What follows belongs to an exercise in optimizing a design on an open flow for a short achievable clock period and few clock cycles; a production flow would make more cautious choices.
Function was not checked in any run shown here: the RTL went through the layout flow alone.
Power is estimated from default activity; no workload was simulated.

===== flow/standard.sh =====
#!/bin/bash
# synth_recipe.tcl (not shown) runs the flow's synth.tcl, then flattens the netlist and writes it again
# the make line also repeats each setting of config.mk as NAME=value (left out here)
make -C /OpenROAD-flow-scripts/flow DESIGN_CONFIG=/design/flow/config.mk WORK_HOME=/design/flow/orfs CLKGATE_MAP_FILE= SYNTH_SCRIPT=/design/flow/synth_recipe.tcl "${@:-finish}"

===== flow/constraint.sdc =====
create_clock -name core_clock -period 10.0 [get_ports {clk}]
set_input_delay 2.0000 -clock core_clock [delete_from_list [all_inputs] [get_ports {clk}]]
set_output_delay 2.0000 -clock core_clock [all_outputs]
set_load 0.01 [all_outputs]

===== flow/config.mk =====
export PLATFORM = sky130hd
export DESIGN_NAME = simproc
export DESIGN_NICKNAME = simproc
export VERILOG_FILES = /design/flow/design.v
export SDC_FILE = /design/flow/constraint.sdc
export NUM_CORES = 4
export LEC_CHECK = 0
export ABC_CLOCK_PERIOD_IN_PS = 2800
export CAP_MARGIN = 20
export CORE_MARGIN = 2
export CORE_UTILIZATION = 45
export SLEW_MARGIN = 20
export SYNTH_HIERARCHICAL = 1

===== flow/design.v =====
module simproc (
    input  logic            clk,
    input  logic            rst,
    output logic    [7:0]   mem_din,
    output logic    [7:0]   mem_addr,
    output logic            mem_we,
    input  logic    [7:0]   mem_dout,
    input  logic    [7:0]   pc_set_val,
    input  logic            pc_set_wr,
    input  logic            run,
    output logic    [7:0]   pc_val,
    output logic            halt,
    output logic            done
);
    logic [7:0] r0, r1, r2, r3;
    logic       n_flag, z_flag;
    logic [7:0] maddr;       
    logic [7:0] pc_q;        
    logic [7:0] fpc;         
    logic       v;           
    logic       halt_q;
    logic       we_q;
    logic [7:0] op_a, op_b, op_0;    
    logic e_ls, e_ld;                    
    logic e_add, e_sub, e_nand, e_ori;
    logic e_shl, e_shr;
    logic e_alu;                         
    logic [1:0] e_sh;                    
    logic [4:0] e_imm;                   
    logic [1:0] e_w;                     
    logic [7:0] b_eff, sum, res_sh, res;
    always_comb begin
        b_eff  = op_b ^ {8{e_sub}};
        sum    = op_a + b_eff + {7'b0, e_sub};
        res_sh = e_shl ? (op_a << e_sh) : (op_a >> e_sh);
        res    = ({8{e_add | e_sub}} & sum)
               | ({8{e_nand}} & ~(op_a & op_b))
               | ({8{e_shl | e_shr}} & res_sh)
               | ({8{e_ori}} & (op_0 | {3'b000, e_imm}));
    end
    logic z_add, z_sub, z_nand, z_sh, z_ori, z_res;
    always_comb begin
        z_add  = ((op_a ^ op_b) == {op_a[6:0] | op_b[6:0], 1'b0});
        z_sub  = (op_a == op_b);
        z_nand = ((op_a & op_b) == 8'hFF);
        z_sh   = (res_sh == 8'h00);
        z_ori  = ((op_0 | {3'b000, e_imm}) == 8'h00);
        z_res  = (e_add & z_add) | (e_sub & z_sub) | (e_nand & z_nand)
               | ((e_shl | e_shr) & z_sh) | (e_ori & z_ori);
    end
    logic e_flags, e_busy, e_load;
    logic [3:0] e_wr;
    assign e_flags = v & e_alu;
    assign e_busy  = v & e_ls;
    assign e_load  = v & e_ld;
    assign e_wr    = {4{e_flags}} & (4'b0001 << e_w);
    logic [7:0] r0_f, r1_f, r2_f, r3_f;
    logic       n_f, z_f;
    always_comb begin
        r0_f = e_wr[0] ? res : r0;
        r1_f = e_wr[1] ? res : r1;
        r2_f = e_wr[2] ? res : r2;
        r3_f = e_wr[3] ? res : r3;
        n_f  = e_flags ? res[7] : n_flag;
        z_f  = e_flags ? z_res : z_flag;
    end
    logic [7:0] i;
    logic [3:0] f_op;
    logic f_load, f_store, f_ls, f_bnz, f_bpz, f_bz, f_jmp, f_add, f_sub, f_nand, f_shift, f_ori;
    always_comb begin
        i       = mem_dout;
        f_op    = i[3:0];
        f_load  = (f_op == 4'b0000);
        f_store = (f_op == 4'b0010);
        f_ls    = (f_op[3:2] == 2'b00) & ~f_op[0];
        f_bnz   = (f_op == 4'b1001);
        f_bpz   = (f_op == 4'b0101);
        f_bz    = (f_op == 4'b1010);
        f_jmp   = (f_op == 4'b0001);
        f_add   = (f_op == 4'b0100);
        f_sub   = (f_op == 4'b0110);
        f_nand  = (f_op == 4'b1000);
        f_shift = (f_op[2:0] == 3'b011);
        f_ori   = (f_op[2:0] == 3'b111);
    end
    function automatic logic [7:0] rsel(input logic [1:0] s, input logic [7:0] a0,
                                        input logic [7:0] a1, input logic [7:0] a2,
                                        input logic [7:0] a3);
        case (s)
            2'd0: rsel = a0;
            2'd1: rsel = a1;
            2'd2: rsel = a2;
            default: rsel = a3;
        endcase
    endfunction
    logic       hit_a, hit_b;
    logic [7:0] rf_a, rf_b, f_a, f_b;
    assign hit_a = e_flags & (e_w == i[7:6]);
    assign hit_b = e_flags & (e_w == i[5:4]);
    assign rf_a  = rsel(i[7:6], r0, r1, r2, r3);
    assign rf_b  = rsel(i[5:4], r0, r1, r2, r3);
    assign f_a   = hit_a ? res : rf_a;
    assign f_b   = hit_b ? res : rf_b;
    logic f_taken;
    assign f_taken = f_jmp | (f_bnz & ~z_f) | (f_bz & z_f) | (f_bpz & ~n_f);
    logic [7:0] seq;
    logic [127:0] cand;
    assign seq = maddr + 8'd1;
    always_comb
        for (int k = 0; k < 16; k++)
            cand[8*k +: 8] = seq + {{4{k[3]}}, k[3:0]};
    logic [7:0] tgt;
    addr_mux16 TGT (.cand(cand), .sel(i[7:4]), .y(tgt));
    logic fetch;
    assign fetch = run & ~pc_set_wr & ~rst & ~e_busy;
    logic [7:0] hold;
    always_comb begin
        if (rst)             hold = 8'h00;
        else if (pc_set_wr)  hold = pc_set_val;
        else if (e_busy)     hold = fpc;
        else                 hold = maddr;
    end
    logic       s_tgt, s_lsh, s_lsr, s_oth;
    logic [7:0] other, maddr_d;
    always_comb begin
        s_tgt = fetch & f_taken;
        s_lsh = fetch & f_ls & hit_b;
        s_lsr = fetch & f_ls & ~hit_b;
        s_oth = ~(fetch & f_ls);
        other = fetch ? seq : hold;
    end
    addr_sel SEL (.s_tgt(s_tgt), .tgt(tgt), .s_lsh(s_lsh), .res(res), .s_lsr(s_lsr), .rb(rf_b),
                  .s_oth(s_oth), .other(other), .y(maddr_d));
    assign mem_addr = maddr;
    assign pc_val   = pc_q;
    assign mem_din  = op_a;
    assign mem_we   = we_q;
    assign done     = v;
    assign halt     = halt_q;
    always_ff @(posedge clk) begin
        if (rst) begin
            r0 <= 8'h00; r1 <= 8'h00; r2 <= 8'h00; r3 <= 8'h00;
            n_flag <= 1'b0; z_flag <= 1'b0;
        end else begin
            if (e_load) begin
                case (e_w)
                    2'd0: r0 <= mem_dout;
                    2'd1: r1 <= mem_dout;
                    2'd2: r2 <= mem_dout;
                    default: r3 <= mem_dout;
                endcase
            end else begin
                r0 <= r0_f;
                r1 <= r1_f;
                r2 <= r2_f;
                r3 <= r3_f;
            end
            n_flag <= n_f;
            z_flag <= z_f;
        end
    end
    always_ff @(posedge clk) begin
        if (rst) begin
            v      <= 1'b0;
            halt_q <= 1'b1;
            we_q   <= 1'b0;
            pc_q   <= 8'h00;
        end else begin
            v      <= fetch;
            halt_q <= ~run;
            we_q   <= fetch & f_store;
            if (pc_set_wr || !run)
                pc_q <= hold;
        end
    end
    always_ff @(posedge clk) begin
        maddr  <= maddr_d;
        op_a   <= f_a;
        op_b   <= f_b;
        op_0   <= r0_f;
        e_ls   <= f_ls;
        e_ld   <= f_load;
        e_add  <= f_add;
        e_sub  <= f_sub;
        e_nand <= f_nand;
        e_ori  <= f_ori;
        e_shl  <= f_shift & i[5];
        e_shr  <= f_shift & ~i[5];
        e_alu  <= f_add | f_sub | f_nand | f_shift | f_ori;
        e_sh   <= i[4:3];
        e_imm  <= i[7:3];
        e_w    <= f_ori ? 2'd0 : i[7:6];
        if (!e_busy)
            fpc <= seq;
    end
endmodule
module addr_mux16 (
    input  logic [127:0] cand,
    input  logic [3:0]   sel,
    output logic [7:0]   y
);
    assign y = cand[8*sel +: 8];
endmodule
module addr_sel (
    input  logic       s_tgt,
    input  logic [7:0] tgt,
    input  logic       s_lsh,
    input  logic [7:0] res,
    input  logic       s_lsr,
    input  logic [7:0] rb,
    input  logic       s_oth,
    input  logic [7:0] other,
    output logic [7:0] y
);
    assign y = s_tgt ? tgt : (({8{s_lsh}} & res) | ({8{s_lsr}} & rb) | ({8{s_oth}} & other));
endmodule

===== flow/flow/run.sh =====
#!/bin/bash
set -o pipefail
bash standard.sh SETUP_SLACK_MARGIN=7.2 MATCH_CELL_FOOTPRINT=0 finish > standard.log 2>&1

==> impl_results.md, run 1 <==
- Outcome: timing/DRC/antenna clean
- Pwr Total: between 1 and 1.5 mW
- Number of global-route vias before repair: between 6k and 7k
- CTS Sinks: 101
- Sw Ratio: just over 30%
- Fmax: 320 MHz
- Synth async-reset ratio: 0%
- Fillers: between 1.5k and 2k
- Yosys cell types: 72
- Syn Std Cell Area: around 8200 sq um
- P_int: between 0.8 and 0.9 mW
- Vias per cell: about 6
- Worst setup SP type: input pin
- Detail Route Antenna Nets: 0
- Tcrit/Tclk final: between 30% and 40%
- Busiest metal layer after global routing: met2
- Crit path kind: input pin to flop
- Setup_tns: 0 ns
- Worst VDD drop: a little under 100 uV
- I/O pin cnt: 47
- Tightest Pin Transition: ~0.9 ns
- 1st-iter DRT viols: 658
- DR DRC count: 0
- Hold Crit Class: flop to flop
- Non-Filler Instances: roughly 1.2k
- Worst Setup End Kind: flop
- M2 GR Usage: approximately two fifths
- Flop pwr share: between 30% and 40%
- Static Leak: between 4 and 5 nW
- GRT Total Usage: about a quarter
- Met3 Use GR: about 3%
- Worst setup margin: between 6 and 7 ns
- NumNets Final: roughly 1.1k
- First-pass GRT wire length: 39.5 mm
- Synth Register Bits: between 100 and 150
- Largest net degree at the start of global routing: 34
- Cts hold-fix bufs: 0
- Largest fanout on the critical path: 6
- Final setup fails: 0
- Die area: roughly 19000 sq um
- Dpl hpwl: 16.5 mm
- Placer Congestion: about 0.9
- Arrival @ worst endpoint: between 3 and 4 ns
- Met1 Usage GRT: between 30% and 40%
- Sequential cell area: around 2200 sq um
- Footprint of the multi-input gates: around 6000 sq um
- Logic pwr share: roughly a third
- Placed Instances: 1123
- I/O Buffers: between 40 and 50
- Root buffer cell: clkbuf_16
- Initial core utilization: 45.8%
- DP Worst Slack: 4.97 ns
- Clk buf depth: 2
- Die Y: approximately 140 microns
- Num CTS Buffers: 9
- DR vias: 7470
- First-pass iteration count of the detailed router: 6
- Sequential area share after synthesis: about a quarter
- Pins Over Slew Limit: 0
- Cell Rows: 49
- Drt wl/cell: 21.1 microns
- Initial antenna violation count: 0
- RSZ-0062 raised after global routing: true
- Drt total wl: 26.1 mm
- Clk Latency, worst-skew pair: 0.36 ns
- Syn nets: 960
- Final hold vios: 0
- Clock transition at path regs: about 0.07 ns
- Worst slew margin: around 40%
- CP required: 10.23 ns
- WHS: about 0.49 ns
- Most common cell after layout, fill and taps aside: buf_4
- Clock power share: around a third
- Core area: ~18000 sq um
- Antenna Cells: 0
- Syn_area_per_cell: roughly 9 sq um
- Min Tclk post-route: roughly 3.1 ns
- Power Dens Cells: ~110 nW/um^2
- CTS tree: yes
- Chip width: 139 microns
- Synth warn: 7
- Total global routing overflow: 0
- Most frequent cells in the layout: 79 x buf_4, 75 x nor2_1, 70 x nand2_1, 62 x dfxtp_1, 50 x xnor2_1
- Flop-to-flop setup slack: 6.98 ns
- Post-synth EDFFs: 8
- Layout area overhead: 30.4%
- Clock Skews: 0.0127 ns
- Predominant post-synthesis flop cell: dfxtp_1
- P_sw: roughly 0.37 mW
- Layout cell share with drive strength beyond 1: about a third
- Number of max-cap violations: 0
- Post-Synthesis Cells: 903
- H-tree levels: 3
modules after synthesis (local to each module, per instance):
module | area, sq um | times used | flops+latches | cells
simproc | 6980 | 1 | 101 | 806
addr_mux16 | 1030 | 1 | 0 | 70
addr_sel | 205 | 1 | 0 | 27
worst paths after layout:
check | start | endpoint | depth (start not counted)
worst min-delay path | r1[5] | r1[5] | 2
worst max-delay path | mem_dout[4] | maddr[0] | 6
worst min register to register | r1[5] | r1[5] | 2
worst max register to register | maddr[0] | maddr[3] | 14
Yosys cell counts, types with 34 or more instances:
cell	count	area, sq um
a21oi_1	38	190
clkbuf_1	34	128
dfxtp_1	93	1860
ha_1	36	450
inv_1	52	195
mux2i_1	47	470
mux4_2	35	788
nand2_1	74	278
nor2_1	82	308
o21ai_0	38	190
xnor2_1	52	455
xor2_1	45	394
power groups by stage:
stage / logic, mW / registers (mW) / clock network, mW
after detailed placement: 0.302 / 0.449 / 0
after floorplan: 0.235 / 0.440 / 0
final: 0.387 / 0.437 / 0.384
after CTS: 0.357 / 0.437 / 0.388
after global placement: 0.299 / 0.449 / 0
after global routing: 0.416 / 0.438 / 0.403
flip-flops by register name, summed over array words and instances, names as in the netlist, 2 cells and up:
register,flops
e_imm,5
e_w,2
fpc,8
maddr,8
op_0,8
op_a,8
op_b,8
pc_q,8
r0,8
r1,8
r2,8
r3,8
layer usage:
layer	routed length (microns)	part of all wire (%)	up-vias
met5	0	0	-
met4	517	2.0	0
met3	1440	5.5	34
met2	12400	47	267
met1	11800	45	3712
li1	-	-	3457
repair_timing:
action / 4_1_cts / 5_1_grt
setup buffers: 51 / 34
pin swaps: 18 / 18
setup endpoints to repair: 108 / 68
gates resized for setup: 248 / 76
cloned: 11 / 1
final cells by class:
| cell class | instances | share of cell area, % |
|---|---|---|
| clock inverters | 3 | 0.444 |
| flip-flops and latches | 101 | 20.4 |
| well taps | 229 | 2.67 |
| clock buffers | 13 | 2.63 |
| repair inverters | 2 | 0.140 |
| inverters | 56 | 2.21 |
| multi-input cells | 679 | 56.5 |
| repair buffers | 153 | 15.0 |
stage by stage:
step | utilization (%) | instance area, sq um
detailed placement | 49.1 | 8820
global route | 59.7 | 10700
finish | 59.7 | 10700
global placement | 49.1 | 8820
floorplan | - | 8380
CTS | 56.5 | 10200
cells by family (layout without fill, tap and decap cells):
family | after synthesis | after routing | share of synthesized area (%)
AO/OA/AOI/OAI | 164 | 164 | 13.7
XOR/XNOR | 97 | 97 | 10.3
adder cells (fa/ha/maj) | 37 | 37 | 5.72
buffers and inverters | 123 | 227 | 6.53
flip-flops | 101 | 101 | 25.6
multiplexers | 122 | 122 | 23.4
AND/OR/NAND/NOR | 259 | 259 | 14.7
worst max-delay path: stages:
cell and delay [ns]:
buf_12 0.11, buf_12 0.13, buf_4 0.11, mux4_2 0.58, a222oi_1 0.31, mux2i_1 0.11
==> run 2: changes to the inputs <==
--- a/flow/design.v
+++ b/flow/design.v
@@ -50,2 +50,8 @@
     end
+    logic n_as, n_res;
+    add_msb NAS (.a(op_a), .b(op_b), .sub(e_sub), .y(n_as));
+    assign n_res = ((e_add | e_sub) & n_as)
+                 | (e_nand & ~(op_a[7] & op_b[7]))
+                 | ((e_shl | e_shr) & res_sh[7])
+                 | (e_ori & op_0[7]);
     logic e_flags, e_busy, e_load;
@@ -63,3 +69,3 @@
         r3_f = e_wr[3] ? res : r3;
-        n_f  = e_flags ? res[7] : n_flag;
+        n_f  = e_flags ? n_res : n_flag;
         z_f  = e_flags ? z_res : z_flag;
@@ -103,4 +109,2 @@
     assign f_b   = hit_b ? res : rf_b;
-    logic f_taken;
-    assign f_taken = f_jmp | (f_bnz & ~z_f) | (f_bz & z_f) | (f_bpz & ~n_f);
     logic [7:0] seq;
@@ -125,3 +129,2 @@
     always_comb begin
-        s_tgt = fetch & f_taken;
         s_lsh = fetch & f_ls & hit_b;
@@ -131,2 +134,4 @@
     end
+    branch_sel TKN (.fetch(fetch), .jmp(f_jmp), .bnz(f_bnz), .bz(f_bz), .bpz(f_bpz),
+                    .ef(e_flags), .zr(z_res), .zq(z_flag), .nr(n_res), .nq(n_flag), .y(s_tgt));
     addr_sel SEL (.s_tgt(s_tgt), .tgt(tgt), .s_lsh(s_lsh), .res(res), .s_lsr(s_lsr), .rb(rf_b),
@@ -216 +221,20 @@
 endmodule
+module add_msb (
+    input  logic [7:0] a, b,
+    input  logic       sub,
+    output logic       y
+);
+    logic [7:0] s;
+    assign s = a + (b ^ {8{sub}}) + {7'b0, sub};
+    assign y = s[7];
+endmodule
+module branch_sel (
+    input  logic fetch, jmp, bnz, bz, bpz,
+    input  logic ef, zr, zq, nr, nq,
+    output logic y
+);
+    logic z, n;
+    assign z = ef ? zr : zq;
+    assign n = ef ? nr : nq;
+    assign y = fetch & (jmp | (bnz & ~z) | (bz & z) | (bpz & ~n));
+endmodule
==> impl_results.md, run 2 <==
- Fin area: 11100 sq um (was 10700 sq um)
- CP max-delay cell: mux4_2 (unchanged)
- Worst Setup End Kind: flop (unchanged)
- CP Buf/Inv Count: 3 (unchanged)
- Layout area overhead: 29.6% (was 30.4%)
- DP Area: 9130 sq um (was 8820 sq um)
- Final hold vios: 0 (unchanged)
- Synth warn: 7 (unchanged)
- Detail Route Antenna Nets: 0 (unchanged)
- DR vias: 7788 (was 7470)
- Worst path cell trace: buf_12 -> buf_16 -> buf_4 -> mux4_2 -> a222oi_1 -> mux2i_1 (was buf_12 -> buf_12 -> buf_4 -> mux4_2 -> a222oi_1 -> mux2i_1)
- GRT Total Usage: 27.8% (was 26.0%)
- Outcome: timing/DRC/antenna clean (unchanged)
- Min Tclk post-route: 3.11 ns (was 3.13 ns)
- Synth async-reset ratio: 0% (unchanged)
- Cell Rows: 50 (was 49)
- DR DRC count: 0 (unchanged)
- Final setup fails: 0 (unchanged)
- Root buffer cell: clkbuf_16 (unchanged)
- CTS tree: yes (unchanged)
- Drt total wl: 28.6 mm (was 26.1 mm)
- Tcrit/Tclk final: 31.1% (was 31.3%)
- Drt wl/cell: 22.3 microns (was 21.1 microns)
- Reg-to-Reg Start: maddr[1] (was maddr[0])
- Antenna Cells: 0 (unchanged)
- Die area: 20200 sq um (was 19400 sq um)
- First-pass iteration count of the detailed router: 7 (was 6)
- NumNets Final: 1107 (was 1059)
- I/O Buffers: 46 (unchanged)
- CP Capture Point: maddr[7] (was maddr[0])
- Total global routing overflow: 0 (unchanged)
- Cts hold-fix bufs: 0 (unchanged)
- Syn_area_per_cell: 9.15 sq um (was 9.10 sq um)
- Worst reg2reg path endpoint: maddr[3] (unchanged)
- Fmax: 321 MHz (was 320 MHz)
- H-tree levels: 3 (unchanged)
- Largest fanout on the critical path: 7 (was 6)
- Post-synth top area cell: dfxtp_1 (unchanged)
- Layout cell share with drive strength beyond 1: 33.6% (was 32.5%)
- Synth Register Bits: 101 (unchanged)
- Setup_tns: 0 ns (unchanged)
- M2 GR Usage: 44.0% (was 41.6%)
- Hold Crit Class: flop to flop (unchanged)
- Static Leak: 4.53 nW (was 4.48 nW)
- Placed Instances: 1166 (was 1123)
- Placer Congestion: 0.905 (was 0.896)
- 1st-iter DRT viols: 723 (was 658)
- Die Y: 142 microns (was 139 microns)
- Top delay family on crit path: multiplexers (unchanged)
- Tightest Pin Transition: 0.936 ns (was 0.897 ns)
- Number of max-cap violations: 0 (unchanged)
- Non-Filler Instances: 1280 (was 1236)
- CP required: 10.24 ns (was 10.23 ns)
- First-pass GRT wire length: 42.4 mm (was 39.5 mm)
- Initial core utilization: 45.9% (was 45.8%)
- Predominant post-synthesis flop cell: dfxtp_1 (unchanged)
- Power Dens Cells: 119 nW/um^2 (was 113 nW/um^2)
- Clock Skews: 0.0116 ns (was 0.0127 ns)
- Busiest metal layer after global routing: met2 (unchanged)
- Dpl hpwl: 17.8 mm (was 16.5 mm)
- Synth top cells by count: 93 x dfxtp_1, 93 x nand2_1, 70 x nor2_1 (was 93 x dfxtp_1, 82 x nor2_1, 74 x nand2_1)
- Clock transition at path regs: 0.07 ns (about the same)
- Arrival @ worst endpoint: 3.35 ns (was 3.36 ns)
- Syn Std Cell Area: 8580 sq um (was 8220 sq um)
- Most common cell after layout, fill and taps aside: nand2_1 (was buf_4)
- Cell count of the worst reg-to-reg path: 14 (unchanged)
- CP peak stage delay: 0.56 ns (was 0.58 ns)
- I/O pin cnt: 47 (unchanged)
- Critical Path Stages: 6 (unchanged)
- Num CTS Buffers: 9 (unchanged)
- Clk Latency, worst-skew pair: 0.37 ns (was 0.36 ns)
- Vias per cell: 6.08 (was 6.04)
- Post-Synthesis Cells: 938 (was 903)
- Sequential area share after synthesis: 24.5% (was 25.6%)
- Post-synth top area share: 21.7% (was 22.6%)
- Worst setup path start: mem_dout[4] (unchanged)
- Worst setup SP type: input pin (unchanged)
- Pwr Total: 1.33 mW (was 1.21 mW)
- Met3 Use GR: 3.94% (was 3.00%)
- Post-synth EDFFs: 8 (unchanged)
- Ranking of synthesized cells by area: dfxtp_1 22%, mux4_2 9.4%, xnor2_1 6.7%, ha_1 6.6%, mux4_1 4.3% (was dfxtp_1 23%, mux4_2 9.6%, mux2i_1 5.7%, xnor2_1 5.5%, ha_1 5.5%)
- Crit path kind: input pin to flop (unchanged)
- Worst VDD drop: 77.2 uV (was 97.8 uV)
- Pins Over Slew Limit: 0 (unchanged)
- Largest net degree at the start of global routing: 29 (was 34)
- Core area: 18700 sq um (was 18000 sq um)
- Syn nets: 1004 (was 960)
- Met1 Usage GRT: 39.4% (was 37.0%)
- Worst slew margin: 37.6% (was 39.9%)
- Clk buf depth: 2 (unchanged)
- CTS Sinks: 101 (unchanged)
- Number of global-route vias before repair: 7172 (was 6904)
- Most frequent cells in the layout: 87 x nand2_1, 80 x buf_4, 64 x nor2_1, 64 x xnor2_1, 64 x dfxtp_1 (was 79 x buf_4, 75 x nor2_1, 70 x nand2_1, 62 x dfxtp_1, 50 x xnor2_1)
- RSZ-0062 raised after global routing: true (unchanged)
- Initial antenna violation count: 0 (unchanged)
- Yosys cell types: 78 (was 72)
- Chip width: 142 microns (was 139 microns)
- Flop-to-flop setup slack: 6.99 ns (was 6.98 ns)
run 2: per-module statistics from Yosys (local to each module, per instance):
| module | flip-flops and latches | cells |
|---|---|---|
| add_msb | 0 | 25 |
| addr_mux16 | 0 | 70 |
| addr_sel | 0 | 27 |
| branch_sel | 0 | 5 |
| simproc | 101 | 811 |
run 2: repair_timing:
item,CTS,global route
endpoints found under the setup margin,102,62
cloned,10,3
buffers inserted,57,28
resized for setup,264,58
pin swaps,21,28
run 2: worst min path at each step:
stage | from | endpoint | slack (ns) | depth (start not counted)
2_1_floorplan | r2[0] | r2[0] | 0.44 | 2
3_3_place_gp | r2[6] | r2[6] | 0.45 | 2
3_5_place_dp | r2[6] | r2[6] | 0.46 | 2
4_1_cts | r2[6] | r2[6] | 0.47 | 2
5_1_grt | r1[3] | r1[3] | 0.49 | 2
6_report | r1[3] | r1[3] | 0.47 | 2
run 2: logic make-up (layout without fill, tap and decap cells):
family / count (synthesis) / count (layout) / share of synthesized area [%]
simple gates: 276 / 276 / 15.6
compound gates: 183 / 183 / 15.3
buf+inv: 126 / 234 / 6.68
mux: 104 / 104 / 20.4
xor+xnor: 102 / 102 / 10.8
flops: 101 / 101 / 24.5
fa+ha+maj: 46 / 46 / 6.79
run 2: where the power goes:
part | leakage, nW | switching, mW | internal (mW)
sequential | 0.863 | 0.0194 | 0.423
clock | 0.148 | 0.178 | 0.198
combinational | 3.51 | 0.255 | 0.253
run 2: metrics by stage:
step / worst slack (ns) / hold slack (ns) / utilization [%]
global placement: 4.79 / 0.452 / 48.8
detailed placement: 4.68 / 0.459 / 48.8
finish: 6.89 / 0.466 / 59.4
floorplan: 6.77 / 0.443 / -
global route: 6.85 / 0.493 / 59.4
CTS: 6.96 / 0.468 / 56.7
run 2: tightest hold or removal path, cell delays in order, from the launching register on:
cell	delay (ns)
dfxtp_1	0.32
nand2_1	0.05
a21oi_1	0.05
run 2: cell type report:
class / instances / area [sq um]
Sequential cell: 101 / 2180
Inverter: 65 / 269
Tap cell: 234 / 293
Fill cell: 1569 / 7590
Clock buffer: 9 / 225
Multi-Input combinational cell: 711 / 6420
Timing Repair Buffer: 153 / 1650
Clock inverter: 7 / 83.8
run 2: layer usage:
layer | wire [microns] | part of all wire (%)
met1 | 12400 | 43
met2 | 13400 | 47
met3 | 2100 | 7.4
met4 | 690 | 2.4
met5 | 0 | 0

-- what the ideal ports hide --
In the flow no input, the clock included, has a driving cell. The finished layouts below were timed again as built, in two steps. Step 1: set_driving_cell puts a clkbuf_16 on clk and a buf_2 on each other input, an assumption about the parent block. Step 2 adds t to the input delays and takes it off the output delays; t is the mean of the earliest and latest rising clock arrival at the registers after step 1. Input paths then give back, and output paths get back, about the clock's delay inside the block. Slacks: no drivers / after step 1 / after step 2; pairs: no drivers / after step 1.
run	shift t [ns]	setup WS [ns]	worst setup path at the end	worst slew at a driven data input, ns	pins driven straight from the clock port
run 1	0.400	6.873 / 6.856 / 6.456	input to register	0.07	1
run 2	0.401	6.886 / 6.865 / 6.464	input to register	0.06	1
After both steps every run listed still meets setup and hold. The setup slack of run 2, which loses most, moves by -0.021 ns with the drivers and by -0.422 ns with both steps.
